Context: an optimization exercise on an open-source flow, tuned for a short achievable clock period and few clock cycles. The choices shown serve that exercise and are no tape-out recipe. Where RTL was checked, it was by simulation tests only, not by an equivalence proof against the original. Function not checked in runs 1 and 2: the RTL went through the layout flow alone. Power figures rest on the tool's default switching activity, not on a simulated workload.

**design/flow/run.sh**
```bash
#!/bin/bash
# synth_recipe.tcl (not shown) runs the flow's synth.tcl, then flattens the netlist and writes it again
# the make line also repeats each setting of config.mk as NAME=value (left out here)
make -C /OpenROAD-flow-scripts/flow DESIGN_CONFIG=/design/flow/config.mk WORK_HOME=/design/flow/orfs CLKGATE_MAP_FILE= SYNTH_SCRIPT=/design/flow/synth_recipe.tcl finish
```
**design/flow/config.mk**
```make
export PLATFORM = sky130hd
export DESIGN_NAME = mips_top
export DESIGN_NICKNAME = mips_top
export VERILOG_FILES = /design/flow/design.v
export SDC_FILE = /design/flow/constraint.sdc
export NUM_CORES = 4
export LEC_CHECK = 0
export CAP_MARGIN = 20
export CORE_MARGIN = 2
export CORE_UTILIZATION = 40
export SETUP_SLACK_MARGIN = 5
export SLEW_MARGIN = 20
```
**design/flow/constraint.sdc**
```tcl
create_clock -name core_clock -period 11.0 [get_ports {clk}]
set_input_delay 2.2000 -clock core_clock [delete_from_list [all_inputs] [get_ports {clk}]]
set_output_delay 2.2000 -clock core_clock [all_outputs]
set_load 0.01 [all_outputs]
```
**design/flow/design.v**
```verilog
module en_reg(clk, rst, en, d, q);
  parameter W = 32;
  input clk, rst, en;
  input [W-1:0] d;
  output reg [W-1:0] q;
  always @(posedge clk)
    if (rst) q <= {W{1'b0}};
    else if (en) q <= d;
endmodule
module ks_add(a, b, cin, s);
  parameter W = 32;
  input [W-1:0] a, b;
  input cin;
  output [W-1:0] s;
  localparam L = $clog2(W);
  wire [W-1:0] g [0:L];
  wire [W-1:0] p [0:L];
  assign g[0] = (a & b) | {{(W-1){1'b0}}, cin & (a[0] ^ b[0])};
  assign p[0] = a ^ b;
  genvar i, k;
  generate
    for (k = 0; k < L; k = k + 1) begin : lvl
      for (i = 0; i < W; i = i + 1) begin : bitk
        if (i >= (1 << k)) begin : comb
          assign g[k+1][i] = g[k][i] | (p[k][i] & g[k][i - (1 << k)]);
          assign p[k+1][i] = p[k][i] & p[k][i - (1 << k)];
        end else begin : pass
          assign g[k+1][i] = g[k][i];
          assign p[k+1][i] = p[k][i];
        end
      end
    end
  endgenerate
  wire [W-1:0] c = {g[L][W-2:0], cin};
  assign s = p[0] ^ c;
endmodule
module register_file(clk, we3, a1, a2, a3, wd3, rd1, rd2);
  input clk, we3;
  input [4:0] a1, a2, a3;
  input [31:0] wd3;
  output [31:0] rd1, rd2;
  reg [31:0] mem[0:31];
  assign rd1 = mem[a1];
  assign rd2 = mem[a2];
  always @(posedge clk)
    if (we3) mem[a3] <= wd3;
endmodule
module d_flop(d, clk, rst, en, q);
  input [31:0] d;
  input clk;
  input rst;
  input en;
  output reg [31:0] q;
  always @(posedge clk)
    if (rst) q <= 32'b0;
    else if (en) q <= d;
endmodule
module mips_cpu(clk, rst, imem_addr, imem_rdata, dmem_addr, dmem_rdata, dmem_we, dmem_wdata,
                rf_ra1, rf_ra2, rf_rd1, rf_rd2, rf_we, rf_wa, rf_wd);
  input clk, rst;
  output [31:0] imem_addr;
  input [31:0] imem_rdata;
  output [31:0] dmem_addr, dmem_wdata;
  output dmem_we;
  input [31:0] dmem_rdata;
  output [4:0] rf_ra1, rf_ra2;
  input [31:0] rf_rd1, rf_rd2;
  output rf_we;
  output [4:0] rf_wa;
  output [31:0] rf_wd;
  wire [31:0] pc;
  wire [31:0] pc4;
  ks_add #(30) pc_inc(.a(pc[31:2]), .b(30'd1), .cin(1'b0), .s(pc4[31:2]));
  assign pc4[1:0] = pc[1:0];
  wire [31:0] ins = imem_rdata;
  wire [5:0] op = ins[31:26], fn = ins[5:0];
  wire [4:0] rs = ins[25:21], rt = ins[20:16], rd = ins[15:11];
  wire [15:0] imm = ins[15:0];
  wire [31:0] simm = {{16{imm[15]}}, imm};
  wire f_rtype = (op == 6'b000000);
  wire f_jr    = f_rtype & (fn == 6'b001000);
  wire f_addi  = (op == 6'b001000);
  wire f_andi  = (op == 6'b001100);
  wire f_lw    = (op == 6'b100011);
  wire f_sw    = (op == 6'b101011);
  wire f_beq   = (op == 6'b000100);
  wire f_bne   = (op == 6'b000101);
  wire f_j     = (op == 6'b000010);
  wire f_jal   = (op == 6'b000011);
  wire f_br    = f_beq | f_bne;
  wire f_wen   = (f_rtype & ~f_jr) | f_addi | f_andi | f_lw | f_jal;
  wire [4:0] f_dest = f_jal ? 5'd31 : (f_rtype ? rd : rt);
  wire f_use_rs = ~(f_j | f_jal);
  wire f_use_rt = f_rtype | f_sw | f_br;
  wire f_sub  = f_rtype & (fn == 6'b100010);
  wire f_and  = (f_rtype & (fn == 6'b100100)) | f_andi;
  wire f_or   = f_rtype & (fn == 6'b100101);
  wire f_slt  = f_rtype & (fn == 6'b101010);
  wire f_uimm = f_addi | f_andi | f_lw | f_sw;
  wire f_ptaken = f_br & (imm[15] | (f_beq & (rs == rt)) | (f_bne & (rs != rt)));
  wire [31:0] f_btarget;
  ks_add #(30) br_add(.a(pc4[31:2]), .b(simm[29:0]), .cin(1'b0), .s(f_btarget[31:2]));
  assign f_btarget[1:0] = pc4[1:0];
  wire [31:0] link;
  wire [31:0] f_pnpc = (f_j | f_jal) ? {4'b0000, ins[25:0], 2'b00} :
                       f_jr ? link :
                       f_ptaken ? f_btarget : pc4;
  reg e_valid, e_wen, e_lw, e_sw, e_beq, e_bne, e_jr, e_jal;
  reg e_sub, e_and, e_or, e_slt, e_uimm, e_fa, e_fb, e_ptaken, e_off0;
  reg [4:0] e_dest;
  reg [31:0] e_a, e_b, e_imm, e_pc4, e_btarget, e_pnpc;
  reg m_wen, m_lw, m_sw;
  reg [4:0] m_dest;
  reg [31:0] m_res, m_wdata;
  assign rf_ra1 = rs;
  assign rf_ra2 = rt;
  wire [31:0] f_a = (m_wen & (m_dest == rs)) ? rf_wd : rf_rd1;
  wire [31:0] f_b = (m_wen & (m_dest == rt)) ? rf_wd : rf_rd2;
  wire stall = e_valid & e_lw & ((f_use_rs & (rs == e_dest)) | (f_use_rt & (rt == e_dest)));
  wire [31:0] a = e_fa ? m_res : e_a;
  wire [31:0] b = e_fb ? m_res : e_b;
  wire [31:0] bi = e_uimm ? e_imm : b;
  wire [31:0] sum, diff;
  ks_add #(32) alu_add(.a(a), .b(bi), .cin(1'b0), .s(sum));
  ks_add #(32) alu_sub(.a(a), .b(~b), .cin(1'b1), .s(diff));
  wire lt = (a[31] != b[31]) ? a[31] : diff[31];
  wire [31:0] res = e_jal ? e_pc4 :
                    e_and ? (a & bi) :
                    e_or  ? (a | bi) :
                    e_slt ? {31'b0, lt} :
                    e_sub ? diff : sum;
  wire eq = (a == b);
  wire taken = e_beq ? eq : ~eq;
  wire br_miss = (e_beq | e_bne) & ~e_off0 & (taken != e_ptaken);
  wire jr_miss = e_jr & (a != e_pnpc);
  wire redirect = e_valid & (br_miss | jr_miss);
  wire [31:0] rtarget = e_jr ? a : (taken ? e_btarget : e_pc4);
  wire [31:0] npc = redirect ? rtarget : f_pnpc;
  d_flop program_counter(.d(npc), .clk(clk), .rst(rst), .en(redirect | ~stall), .q(pc));
  en_reg link_reg(.clk(clk), .rst(rst), .en(f_jal & ~redirect), .d(pc4), .q(link));
  assign imem_addr = pc;
  always @(posedge clk) begin
    if (rst) begin
      e_valid <= 1'b0;
      m_wen <= 1'b0;
      m_sw <= 1'b0;
    end else begin
      e_valid <= ~redirect & ~stall;
      m_wen <= e_valid & e_wen;
      m_sw <= e_valid & e_sw;
    end
    e_wen <= f_wen;
    e_lw <= f_lw;
    e_sw <= f_sw;
    e_beq <= f_beq;
    e_bne <= f_bne;
    e_jr <= f_jr;
    e_jal <= f_jal;
    e_sub <= f_sub;
    e_and <= f_and;
    e_or <= f_or;
    e_slt <= f_slt;
    e_uimm <= f_uimm;
    e_dest <= f_dest;
    e_fa <= e_valid & e_wen & (e_dest == rs);
    e_fb <= e_valid & e_wen & (e_dest == rt);
    e_a <= f_a;
    e_b <= f_b;
    e_imm <= simm;
    e_pc4 <= pc4;
    e_btarget <= f_btarget;
    e_pnpc <= link;
    e_ptaken <= f_ptaken;
    e_off0 <= (imm == 16'b0);
    m_lw <= e_lw;
    m_dest <= e_dest;
    m_res <= res;
    m_wdata <= b;
  end
  assign dmem_addr = m_res;
  assign dmem_wdata = m_wdata;
  assign dmem_we = m_sw;
  assign rf_we = m_wen;
  assign rf_wa = m_dest;
  assign rf_wd = m_lw ? dmem_rdata : m_res;
endmodule
module mips_top(clk, rst, imem_addr, imem_rdata, dmem_addr, dmem_wdata, dmem_we, dmem_rdata);
  input clk;
  input rst;
  output [31:0] imem_addr;
  input [31:0] imem_rdata;
  output [31:0] dmem_addr, dmem_wdata;
  output dmem_we;
  input [31:0] dmem_rdata;
  wire [4:0] ra1, ra2, wa;
  wire [31:0] rd1, rd2, wd;
  wire we;
  register_file cpu_register(.clk(clk), .we3(we), .a1(ra1), .a2(ra2), .a3(wa),
                             .wd3(wd), .rd1(rd1), .rd2(rd2));
  mips_cpu cpu(.clk(clk), .rst(rst),
               .imem_addr(imem_addr), .imem_rdata(imem_rdata),
               .dmem_addr(dmem_addr), .dmem_rdata(dmem_rdata),
               .dmem_we(dmem_we), .dmem_wdata(dmem_wdata),
               .rf_ra1(ra1), .rf_ra2(ra2), .rf_rd1(rd1), .rf_rd2(rd2),
               .rf_we(we), .rf_wa(wa), .rf_wd(wd));
endmodule
```
==> results.yml, run 1 <==
timing:
  relSlewSlack: 0.208
  worst_slack_ps: 5020
  fin_crit_ps: 5980
  setup_viol: 0
  tightest_slew_ps: 1180
  setup_tns_ps: 0
  rsz0062_at_grt: "yes"
  max_freq_mhz: 167
  hold_viol_final: 0
  clock_skew_ps: 45.8
  slew_violations: 0
  min_period_over_period: 0.544
synthesis:
  yosys.area.top_type: "edfxtp_1"
  synth_mux_area_frac: 0.220
  syn_area_per_cell_sq_um: 14.4
  synth_edf_count: 1024
  netlist_area_sq_um: 65200
  synth_commonest_cells: "1024 x edfxtp_1, 469 x mux4_2, 286 x mux2i_1, 278 x dfxtp_1, 239 x nor2_1"
  synth_cells: 4526
  seq_area_frac_synth: 0.557
  synth_xor_area_frac: 0.0236
  synth-compound-area-share: 0.0857
  ys_types: 85
  syn-num-nets: 4721
  ys_async_sr_fraction: 0
  synthTopCellsByArea: "edfxtp_1 47%, mux4_2 16%, dfxtp_1 8.5%"
  synth-seq-cells: 1302
  synth_warnings: 6
  synth_fa_ha_area_frac: 0.0252
  synth.most_common_cell: "edfxtp_1"
  synth_top_area_share: 0.472
  dominantRegCellSynth: "edfxtp_1"
  synth_top_family_by_area: "multiplexers"
  yosys.area_share.simple: 0.0588
place:
  port_buffers: 162
  hpwl_um: 151000
  numPlacedInstances: 6678
  gp_congestion: 0.985
  post-place-ws_ps: 2640
  place_area_sq_um: 69400
cts:
  cts_tree: "done"
  numCtsBuffers: 140
  htree_num_levels: 4
  cts.sinks: 1302
  cts-root-buf: "clkbuf_16"
  clk-insertion-delay-late_ps: 810
  clkTransAtPathRegs_ps: 60
  cts_hold_buf: 0
  cts_max_path_buffers: 3
pwr:
  combPwrFrac: 0.205
  power_density_nw_per_um2: 182
  power_leakage_nw: 27.2
  peakVddDrop_uv: 183
  switchingPower_mw: 4.24
  total_power_mw: 14.2
  internal_power_mw: 9.97
  p_seq_frac: 0.449
  p_sw_frac: 0.298
  p_clk_frac: 0.346
setup_path:
  rrSetupSlack_ps: 5020
  critPathRequiredTime_ps: 11700
  critical_path_class: "reg2reg"
  max_stage_delay_ps: 580
  cp_num_buf_inv: 5
  critical_path_arrival_ps: 6680
  setup.worst_path.end_class: "flop"
  critPathLaunchType: "flop"
  cpMaxStageDelayCell: "or4_4"
  worst-path-max-fanout: 8
  cp_top_family: "simple AND/OR/NAND/NOR gates"
  critPathMostFrequentCell: "buf_4"
  crit_chain: "buf_4 -> nor2b_4 -> buf_4 -> buf_4 -> a22oi_1 -> nand3_1 -> nand4_1 -> buf_4 -> mux2_2 -> ha_1 -> nand4_1 -> or4_4 -> or3_4 -> or4_1 -> o2111a_2 -> and2_4 -> buf_4 -> mux2_1 -> nor2_1 -> a2111oi_4 -> a221o_1"
run:
  drv_cap: 0
drt:
  wire_per_inst_um: 35.0
  dr.pass1.iters: 6
  drc: 0
  viasPerCell: 6.51
  wl_met3_um: 28300
  drt_iter0_markers: 6690
  wl_met2_um: 113000
  routed.top_layer: "met5"
  dr_total_vias: 46486
  wl_met1_um: 92400
  drt_wl_total_um: 250000
  ant_nets: 0
global_route:
  grt_pass1_vias: 44756
  grt_max_degree: 68
  grt_antenna_before_repair: 7
  grt_pass1_wl_um: 345000
  track_usage: 0.292
  grt_overflow: 0
die:
  initial_core_util: 0.402
  die_w_um: 408
  die_h_um: 408
  ios: 163
  fp-row-count: 148
  dieArea_sq_um: 166000
  coreArea_sq_um: 162000
final_layout:
  nets: 5043
  final_cells: 7138
  stdcell_area_sq_um: 78100
  drive_gt1_frac: 0.259
  areaGrowthSynthToFinish_pct: 19.9
outcome:
  run_status: "timing/DRC/antenna clean"
min_path:
  min_path_type: "reg2reg"
  hold_start: "cpu.e_lw"
## final timing paths
kind                                     to  cells past startpoint
setup / recovery  cpu.program_counter.q[19]                     21
hold reg to reg                    cpu.m_lw                      0
setup reg to reg  cpu.program_counter.q[19]                     21
hold / removal                     cpu.m_lw                      0
## layer usage
layer / vias up / track usage
met5: - / 0
met4: 2 / 0.155
met3: 736 / 0.0710
met2: 3230 / 0.454
met1: 23777 / 0.379
li1: 18741 / -
## cells by family after synthesis
| kind of cell | Yosys count |
|---|---|
| flip-flops | 1302 |
| AO/OA/AOI/OAI | 836 |
| multiplexers | 835 |
| AND/OR/NAND/NOR | 797 |
| buffers and inverters | 451 |
| XOR/XNOR | 176 |
| adder cells (fa/ha/maj) | 129 |
## power groups by stage
stage	combinational [mW]	sequential [mW]	clock, mW
6_report	2.91	6.38	4.91
5_1_grt	3.09	6.37	5.15
4_1_cts	2.77	6.36	4.94
3_5_place_dp	2.53	6.46	0
3_3_place_gp	2.51	6.46	0
2_1_floorplan	1.57	6.25	0
## cell type report
cell class	instances	area [sq um]
Clock buffer	177	3780
Inverter	163	617
Clock inverter	76	988
Tap cell	2175	2720
Fill cell	13798	84100
Multi-Input combinational cell	2778	28400
Timing Repair Buffer	463	5250
Antenna cell	4	10.0
Sequential cell	1302	36400
## through the flow
step / utilization / hold WS (ps)
after floorplan: - / 324
after global placement: 0.428 / 351
after detailed placement: 0.428 / 348
after CTS: 0.476 / 362
after global routing: 0.482 / 367
final: 0.482 / 361
## sequential cells by signal (all words and copies together), names as in the netlist, 5 cells and up, named ones only
name                   flops
cpu.link_reg.q            32
cpu.e_pc4                 32
cpu.m_wdata               32
cpu.e_btarget             30
cpu.e_imm                 16
cpu.e_pnpc                32
cpu.m_dest                 5
cpu.e_dest                 5
cpu.m_res                 32
cpu_register.mem        1024
cpu.program_counter.q     32
## cells in the final DEF, fill, tap and decap left out, types with 21 or more instances in the layout
cell type and n:
o21ai_0 106, ha_1 107, nand4_1 46, nor2_4 37
nor3_1 77, o22ai_1 31, nor4_1 23, o211ai_1 37
buf_4 210, nand3_1 108, a21o_1 43, nor2_1 198
inv_1 155, xor2_1 69, nand2_1 151, clkinv_1 21
a211oi_1 43, a22oi_1 146, clkbuf_1 25, dfxtp_1 263
buf_12 31, edfxtp_1 1024, nand2b_1 27, mux2i_4 21
clkbuf_16 152, clkdlybuf4s50_1 160, buf_16 27, mux2_2 62
o21a_1 46, mux4_2 469, xnor2_1 107, a21oi_1 185
mux2i_1 251
## timing repair
item,in CTS,in global routing
setup buffers,127,42
gates resized for setup,230,84
endpoints found under the setup margin,90,73
pin swaps,29,15
endpoints found under the hold margin,0,0
cloned,25,9
==> run 2, diff against run 1 <==
==> design/flow/flow/run.sh (new file) <==
#!/bin/bash
set -euo pipefail
bash standard.sh SETUP_SLACK_MARGIN=7.5 finish > make_finish.log 2>&1
==> design/flow/standard.sh (new file) <==
#!/bin/bash
# synth_recipe.tcl (not shown) runs the flow's synth.tcl, then flattens the netlist and writes it again
# the make line also repeats each setting of config.mk as NAME=value (left out here)
make -C /OpenROAD-flow-scripts/flow DESIGN_CONFIG=/design/flow/config.mk WORK_HOME=/design/flow/orfs CLKGATE_MAP_FILE= SYNTH_SCRIPT=/design/flow/synth_recipe.tcl "${@:-finish}"
--- a/design/flow/config.mk
+++ b/design/flow/config.mk
@@ -9,4 +9,3 @@
 export CORE_MARGIN = 2
 export CORE_UTILIZATION = 40
-export SETUP_SLACK_MARGIN = 5
 export SLEW_MARGIN = 20
removed: design/flow/run.sh
==> results.yml, run 2 <==
pwr:
  power_density_nw_per_um2: 181
  p_sw_frac: 0.304
  power_leakage_nw: 29.0
  p_seq_frac: 0.418
  switchingPower_mw: 4.53
  internal_power_mw: 10.4
  combPwrFrac: 0.257
  peakVddDrop_uv: 184
  p_clk_frac: 0.324
drt:
  drt_iter0_markers: 6569
  drt_wl_total_um: 254000
  dr.pass1.iters: 8
  wire_per_inst_um: 34.7
  drc: 0
  viasPerCell: 6.46
  ant_nets: 0
  dr_total_vias: 47402
setup_path:
  crit_chain: "buf_12 -> buf_4 -> bufbuf_16 -> mux4_2 -> a22oi_1 -> nand4_1 -> mux2i_4 -> inv_1 -> ha_1 -> and4_4 -> nand4bb_4 -> or3_4 -> or4_1 -> o2111a_2 -> and2_4 -> buf_12 -> mux2_1 -> nor2_1 -> a2111oi_2 -> a211o_1"
  worst-path-max-fanout: 28
  critPathRequiredTime_ps: 11690
  critical_path_arrival_ps: 6580
  critical_path_class: "reg2reg"
  cpMaxStageDelayCell: "or3_4"
  max_stage_delay_ps: 440
  critPathLaunchType: "flop"
  cp_num_buf_inv: 5
  critPathMostFrequentCell: "buf_12"
  cp_top_family: "simple AND/OR/NAND/NOR gates"
  setup.worst_path.end_class: "flop"
timing:
  relSlewSlack: 0.287
  rsz0062_at_grt: "yes"
  fin_crit_ps: 5890
  min_period_over_period: 0.535
  slew_violations: 0
  setup_tns_ps: 0
  worst_slack_ps: 5110
  clock_skew_ps: 47.9
  tightest_slew_ps: 1070
  max_freq_mhz: 170
  hold_viol_final: 0
  setup_viol: 0
global_route:
  grt_busiest_layer: "met2"
  grt_antenna_before_repair: 8
  grt_overflow: 0
  track_usage: 0.297
  met1_usage: 0.394
  met2_usage: 0.453
  grt_max_degree: 72
  grt_pass1_vias: 45745
  grtUsageMet3: 0.0759
  grt_pass1_wl_um: 350000
die:
  die_w_um: 408
  initial_core_util: 0.402
  ios: 163
  coreArea_sq_um: 162000
  die_h_um: 408
  dieArea_sq_um: 166000
  fp-row-count: 148
cts:
  clk-insertion-delay-late_ps: 810
  numCtsBuffers: 144
  cts.sinks: 1302
  clkTransAtPathRegs_ps: 60
  cts_tree: "done"
  cts-root-buf: "clkbuf_16"
  cts_hold_buf: 0
  htree_num_levels: 4
  cts_max_path_buffers: 3
final_layout:
  regMostFlops: "cpu_register.mem"
  nets: 5242
  largest_reg_flops: 1024
  most-common-layout-cells: "1024 x edfxtp_1, 469 x mux4_2, 306 x buf_4, 260 x mux2i_1, 192 x dfxtp_1"
  areaGrowthSynthToFinish_pct: 26.0
  drive_gt1_frac: 0.364
  mostFrequentLayoutCell: "edfxtp_1"
  fillCellCount: 13613
synthesis:
  netlist_area_sq_um: 65200
  dominantRegCellSynth: "edfxtp_1"
  synth_cells: 4526
  synth-seq-cells: 1302
  syn-num-nets: 4721
  synthTopCellsByArea: "edfxtp_1 47%, mux4_2 16%, dfxtp_1 8.5%"
  synth_top_area_share: 0.472
  ys_types: 85
  yosys.area.top_type: "edfxtp_1"
  synth_edf_count: 1024
  synth_commonest_cells: "1024 x edfxtp_1, 469 x mux4_2, 286 x mux2i_1, 278 x dfxtp_1, 239 x nor2_1"
  ys_async_sr_fraction: 0
  seq_area_frac_synth: 0.557
  syn_area_per_cell_sq_um: 14.4
  synth_warnings: 6
  synth.most_common_cell: "edfxtp_1"
place:
  gp_congestion: 0.965
  port_buffers: 162
  hpwl_um: 146000
  post-place-ws_ps: 3380
outcome:
  run_status: "timing/DRC/antenna clean"
min_path:
  min_path_type: "reg2reg"
run:
  drv_cap: 0
[run 2: worst paths after layout]
kind / startpoint / to / slack, ps / cells past startpoint
setup / recovery: flop / cpu.program_counter.q[10] / 5110 / 20
hold / removal: cpu.e_lw / cpu.m_lw / 350 / 0
setup reg to reg: flop / cpu.program_counter.q[10] / 5110 / 20
hold reg to reg: cpu.e_lw / cpu.m_lw / 350 / 0
[run 2: final cells by class]
class                      instances  area [sq um]  share of cell area
inverter                         163           634             0.00772
timing repair buffer             657          7420              0.0903
antenna                            6          15.0            0.000183
tap                             2175          2720              0.0331
clock inverter                    71           811             0.00987
sequential                      1302         36600               0.445
clock buffer                     185          3900              0.0475
multi-input combinational       2779         30000               0.366
[run 2: per-stage QoR]
stage          cell area [sq um]  cells  utilization  total power [mW]  hold WS [ps]
6_report                   82100   7338        0.506              14.9           352
2_1_floorplan              66400   4526            -              7.92           324
5_1_grt                    82100   7332        0.506              15.3           372
4_1_cts                    80300   7253        0.495              14.7           348
3_5_place_dp               70100   6676        0.432              9.11           340
3_3_place_gp               70100   6676        0.432              9.07           344
[run 2: repair_timing]
action                     in CTS  in global routing
pin swaps                     105                112
gates cloned                   35                  9
setup endpoints to repair     248                183
resized for setup            1039                236
setup buffers                 286                 69
[run 2: per-layer routing]
metal,vias up,share of wire
met1,24286,0.38
met5,-,0.000098
met4,4,0.058
met2,3310,0.45
li1,19131,-
met3,671,0.12
[run 2: power groups by stage]
stage          Clock, mW  Sequential, mW  Combinational, mW
2_1_floorplan          0            6.26               1.66
3_3_place_gp           0            6.43               2.64
3_5_place_dp           0            6.43               2.68
4_1_cts             4.87            6.21               3.58
5_1_grt             5.06            6.23               4.01
6_report            4.83            6.22               3.83
[run 2: cell families (layout without fill, tap and decap cells)]
group / Yosys count / count (layout) / share of synthesized area
xor gates and xnor gates: 176 / 176 / 0.0236
other: 0 / 6 / 0
muxes: 835 / 835 / 0.220
DFF: 1302 / 1302 / 0.557
adders and majority gates: 129 / 129 / 0.0252
buffers and inverters: 451 / 1076 / 0.0297
AOI/OAI and AO/OA: 836 / 836 / 0.0857
and+or+nand+nor: 797 / 803 / 0.0588
==> run 3, diff against run 2 <==
--- a/design/flow/design.v
+++ b/design/flow/design.v
@@ -7,31 +7,4 @@
     if (rst) q <= {W{1'b0}};
     else if (en) q <= d;
-endmodule
-module ks_add(a, b, cin, s);
-  parameter W = 32;
-  input [W-1:0] a, b;
-  input cin;
-  output [W-1:0] s;
-  localparam L = $clog2(W);
-  wire [W-1:0] g [0:L];
-  wire [W-1:0] p [0:L];
-  assign g[0] = (a & b) | {{(W-1){1'b0}}, cin & (a[0] ^ b[0])};
-  assign p[0] = a ^ b;
-  genvar i, k;
-  generate
-    for (k = 0; k < L; k = k + 1) begin : lvl
-      for (i = 0; i < W; i = i + 1) begin : bitk
-        if (i >= (1 << k)) begin : comb
-          assign g[k+1][i] = g[k][i] | (p[k][i] & g[k][i - (1 << k)]);
-          assign p[k+1][i] = p[k][i] & p[k][i - (1 << k)];
-        end else begin : pass
-          assign g[k+1][i] = g[k][i];
-          assign p[k+1][i] = p[k][i];
-        end
-      end
-    end
-  endgenerate
-  wire [W-1:0] c = {g[L][W-2:0], cin};
-  assign s = p[0] ^ c;
 endmodule
 module register_file(clk, we3, a1, a2, a3, wd3, rd1, rd2);
@@ -70,7 +43,5 @@
   output [31:0] rf_wd;
   wire [31:0] pc;
-  wire [31:0] pc4;
-  ks_add #(30) pc_inc(.a(pc[31:2]), .b(30'd1), .cin(1'b0), .s(pc4[31:2]));
-  assign pc4[1:0] = pc[1:0];
+  wire [31:0] pc4 = pc + 32'd4;
   wire [31:0] ins = imem_rdata;
   wire [5:0] op = ins[31:26], fn = ins[5:0];
@@ -99,7 +70,5 @@
   wire f_uimm = f_addi | f_andi | f_lw | f_sw;
   wire f_ptaken = f_br & (imm[15] | (f_beq & (rs == rt)) | (f_bne & (rs != rt)));
-  wire [31:0] f_btarget;
-  ks_add #(30) br_add(.a(pc4[31:2]), .b(simm[29:0]), .cin(1'b0), .s(f_btarget[31:2]));
-  assign f_btarget[1:0] = pc4[1:0];
+  wire [31:0] f_btarget = pc4 + {simm[29:0], 2'b00};
   wire [31:0] link;
   wire [31:0] f_pnpc = (f_j | f_jal) ? {4'b0000, ins[25:0], 2'b00} :
@@ -121,7 +90,6 @@
   wire [31:0] b = e_fb ? m_res : e_b;
   wire [31:0] bi = e_uimm ? e_imm : b;
-  wire [31:0] sum, diff;
-  ks_add #(32) alu_add(.a(a), .b(bi), .cin(1'b0), .s(sum));
-  ks_add #(32) alu_sub(.a(a), .b(~b), .cin(1'b1), .s(diff));
+  wire [31:0] sum = a + bi;
+  wire [31:0] diff = a - b;
   wire lt = (a[31] != b[31]) ? a[31] : diff[31];
   wire [31:0] res = e_jal ? e_pc4 :
==> design/flow/run.sh (new file) <==
#!/bin/bash
# synth_recipe.tcl (not shown) runs the flow's synth.tcl, then flattens the netlist and writes it again
# the make line also repeats each setting of config.mk as NAME=value (left out here)
make -C /OpenROAD-flow-scripts/flow DESIGN_CONFIG=/design/flow/config.mk WORK_HOME=/design/flow/orfs CLKGATE_MAP_FILE= SYNTH_SCRIPT=/design/flow/synth_recipe.tcl finish
removed: design/flow/flow/run.sh
removed: design/flow/standard.sh
==> results.yml, run 3 <==
die:
  dieArea_sq_um: 165000
  die_h_um: 406
  die_w_um: 406
  coreArea_sq_um: 160000
  ios: 163
  fp-row-count: 147
  initial_core_util: 0.403
global_route:
  grt_pass1_vias: 42487
  grt_overflow: 0
  grt_pass1_wl_um: 328000
  grt_antenna_before_repair: 15
  track_usage: 0.284
  grt_max_degree: 119
cts:
  cts_max_path_buffers: 3
  cts.sinks: 1302
  cts_hold_buf: 0
  clk-insertion-delay-late_ps: 790
  htree_num_levels: 4
  postCtsResizedCells: 0
  numCtsBuffers: 138
  clkTransAtPathRegs_ps: 60
  cts_setup_buffers: 0
  cts-root-buf: "clkbuf_16"
  cts_tree: "done"
final_layout:
  stdcell_area_sq_um: 73600
  final_cells: 6833
  most-common-layout-cells: "1024 x edfxtp_1, 485 x mux4_2, 333 x mux2i_1, 263 x dfxtp_1, 210 x nor2_1"
  largest_reg_flops: 1024
  regMostFlops: "cpu_register.mem"
  drive_gt1_frac: 0.203
  nets: 4763
  mostFrequentLayoutCell: "edfxtp_1"
  diodes: 0
  final_util: 0.459
  areaGrowthSynthToFinish_pct: 13.9
min_path:
  hold_end: "cpu.e_pnpc[20]"
  hold_start: "cpu.link_reg.q[20]"
  min_path_type: "reg2reg"
  whs_path_depth: 0
timing:
  whs_ps: 363
  relSlewSlack: 0.243
  rsz0062_at_grt: "no"
  hold_viol_final: 0
  fin_crit_ps: 8180
  min_period_over_period: 0.744
  tightest_slew_ps: 1140
  max_freq_mhz: 122
  slew_violations: 0
  clock_skew_ps: 37.3
  setup_viol: 0
  setup_tns_ps: 0
place:
  port_buffers: 162
  numPlacedInstances: 6588
  place_area_sq_um: 69100
  gp_congestion: 1.03
  hpwl_um: 150000
synthesis:
  seq_area_frac_synth: 0.562
  synth_warnings: 4
  synth_top_area_share: 0.476
  dominantRegCellSynth: "edfxtp_1"
  synth.most_common_cell: "edfxtp_1"
  synthTopCellsByArea: "edfxtp_1 48%, mux4_2 17%, dfxtp_1 8.6%"
  ys_types: 80
  syn-num-nets: 4600
  synth_commonest_cells: "1024 x edfxtp_1, 485 x mux4_2, 334 x mux2i_1, 278 x dfxtp_1, 245 x nor2_1"
  ys_async_sr_fraction: 0
  synth_cells: 4405
  synth_edf_count: 1024
  syn_area_per_cell_sq_um: 14.7
  netlist_area_sq_um: 64600
  yosys.area.top_type: "edfxtp_1"
  synth-seq-cells: 1302
drt:
  drt_wl_total_um: 235000
  drt_iter0_markers: 5637
  dr_total_vias: 43564
  wire_per_inst_um: 34.4
  ant_nets: 0
  drc: 0
  viasPerCell: 6.38
  dr.pass1.iters: 7
setup_path:
  cpMaxStageDelayCell: "dfxtp_4"
  max_stage_delay_ps: 990
  cp_num_buf_inv: 2
  critPathRequiredTime_ps: 11720
  setup.worst_path.end_class: "flop"
  cp_top_family: "compound AO/OA/AOI/OAI gates"
  r2r_cells: 23
  critical_path_class: "reg2reg"
  critPathLaunchType: "flop"
  worst-path-max-fanout: 118
  crit_chain: "buf_12 -> mux4_2 -> nor2_1 -> nor2_1 -> o221ai_1 -> nor2_1 -> a21oi_1 -> inv_1 -> ha_1 -> nor2b_1 -> o21a_1 -> o21ai_0 -> a21oi_1 -> o211ai_1 -> a31oi_1 -> nand4b_1 -> a211o_1 -> a31oi_1 -> nor2_1 -> a211oi_1 -> fa_1 -> or3b_2 -> nand3_1"
  rrSetupSlack_ps: 2820
  critPathMostFrequentCell: "nor2_1"
  rr_endpoint: "cpu.m_res[31]"
  critical_path_arrival_ps: 8900
outcome:
  run_status: "timing/DRC/antenna clean"
run:
  drv_cap: 0
pwr:
  power_density_nw_per_um2: 182
  peakVddDrop_uv: 168
  power_leakage_nw: 25.7
[run 3: worst register-to-register path, cell delays in order (launching register included)]
cell and delay, ps:
dfxtp_4 990, buf_12 620, mux4_2 550, nor2_1 130, nor2_1 70, o221ai_1 630, nor2_1 70, a21oi_1 590
inv_1 150, ha_1 330, nor2b_1 140, o21a_1 190, o21ai_0 540, a21oi_1 190, o211ai_1 250, a31oi_1 180
nand4b_1 410, a211o_1 380, a31oi_1 290, nor2_1 90, a211oi_1 340, fa_1 470, or3b_2 450, nand3_1 90
[run 3: kinds of logic (layout without fill, tap and decap cells)]
| logic type | count (synthesis) | count (layout) | share of synthesized area |
|---|---|---|---|
| AO/OA/AOI/OAI | 743 | 743 | 0.0754 |
| buffers and inverters | 424 | 692 | 0.0269 |
| flip-flops | 1302 | 1302 | 0.562 |
| XOR/XNOR | 185 | 185 | 0.0251 |
| adder cells (fa/ha/maj) | 129 | 129 | 0.0255 |
| AND/OR/NAND/NOR | 751 | 751 | 0.0548 |
| multiplexers | 871 | 871 | 0.230 |
[run 3: metrics by stage]
stage	total power [mW]	worst slack, ps
3_5_place_dp	8.83	3030
2_1_floorplan	7.64	4730
4_1_cts	13.4	2980
6_report	13.4	2820
3_3_place_gp	8.82	2990
5_1_grt	13.8	2420
[run 3: area by class of cell]
class                           count  area (sq um)
Inverter                          160           601
Multi-Input combinational cell   2679         26800
Sequential cell                  1302         36400
Fill cell                       13970         86800
Timing Repair Buffer              287          2680
Clock buffer                      165          3700
Clock inverter                     80           717
Tap cell                         2160          2700
[run 3: how the worst max path moves through the flow]
stage | start | to | cells past startpoint
after floorplan | flop | cpu.m_res[31] | 24
after detailed placement | flop | cpu.m_res[31] | 23
after CTS | flop | cpu.m_res[31] | 23
final | flop | cpu.m_res[31] | 23
after global routing | flop | cpu.m_res[31] | 23
after global placement | flop | cpu.m_res[31] | 23
[run 3: per-layer routing]
| layer | global-route usage | routed length (um) | vias up | share of wire |
|---|---|---|---|---|
| met2 | 0.447 | 108000 | 2532 | 0.46 |
| met1 | 0.369 | 90100 | 22613 | 0.38 |
| li1 | - | - | 17807 | - |
| met5 | 0 | 88 | - | 0.00037 |
| met3 | 0.0610 | 22700 | 598 | 0.096 |
| met4 | 0.149 | 14200 | 14 | 0.061 |
[run 3: report_power, final]
part	total, mW	internal (mW)	leakage, nW	switching [mW]
Sequential	6.26	5.98	11.5	0.279
Clock	4.65	2.66	2.16	1.99
Combinational	2.51	0.881	12.1	1.63
Total	13.4	9.52	25.7	3.90
Testbench counts of run 3, summed over its fixed seeds: cycles 42,763.

what the ideal ports hide:
No port has a modelled driver above. Below, the same layouts with a new extraction and two added sets of constraints.
Step 1, drivers: a clkbuf_16 drives clk and a buf_2 each remaining input, both assumed.
Step 2 also shifts input and output timing later by t, the mid clock arrival at the registers, as if the neighbouring blocks saw the same clock.
a / b / c = no drivers / after step 1 / after step 2; a / b = the first two.
run | t, ns | slack for setup (ns) | worst hold slack (ns) | latest minus earliest clock arrival (ns)
run 1 | 0.881 | 5.016 / 5.016 / 4.489 | 0.361 / 0.361 / 0.361 | 0.053 / 0.053
run 2 | 0.863 | 5.113 / 5.113 / 5.113 | 0.352 / 0.352 / 0.352 | 0.063 / 0.063
run 3 | 0.861 | 2.819 / 2.819 / 2.819 | 0.363 / 0.363 / 0.363 | 0.038 / 0.038
After both steps every run listed still meets setup and hold. For run 1, which loses most, drivers alone change the setup slack by 0.000 ns; drivers and shift together by -0.527 ns.
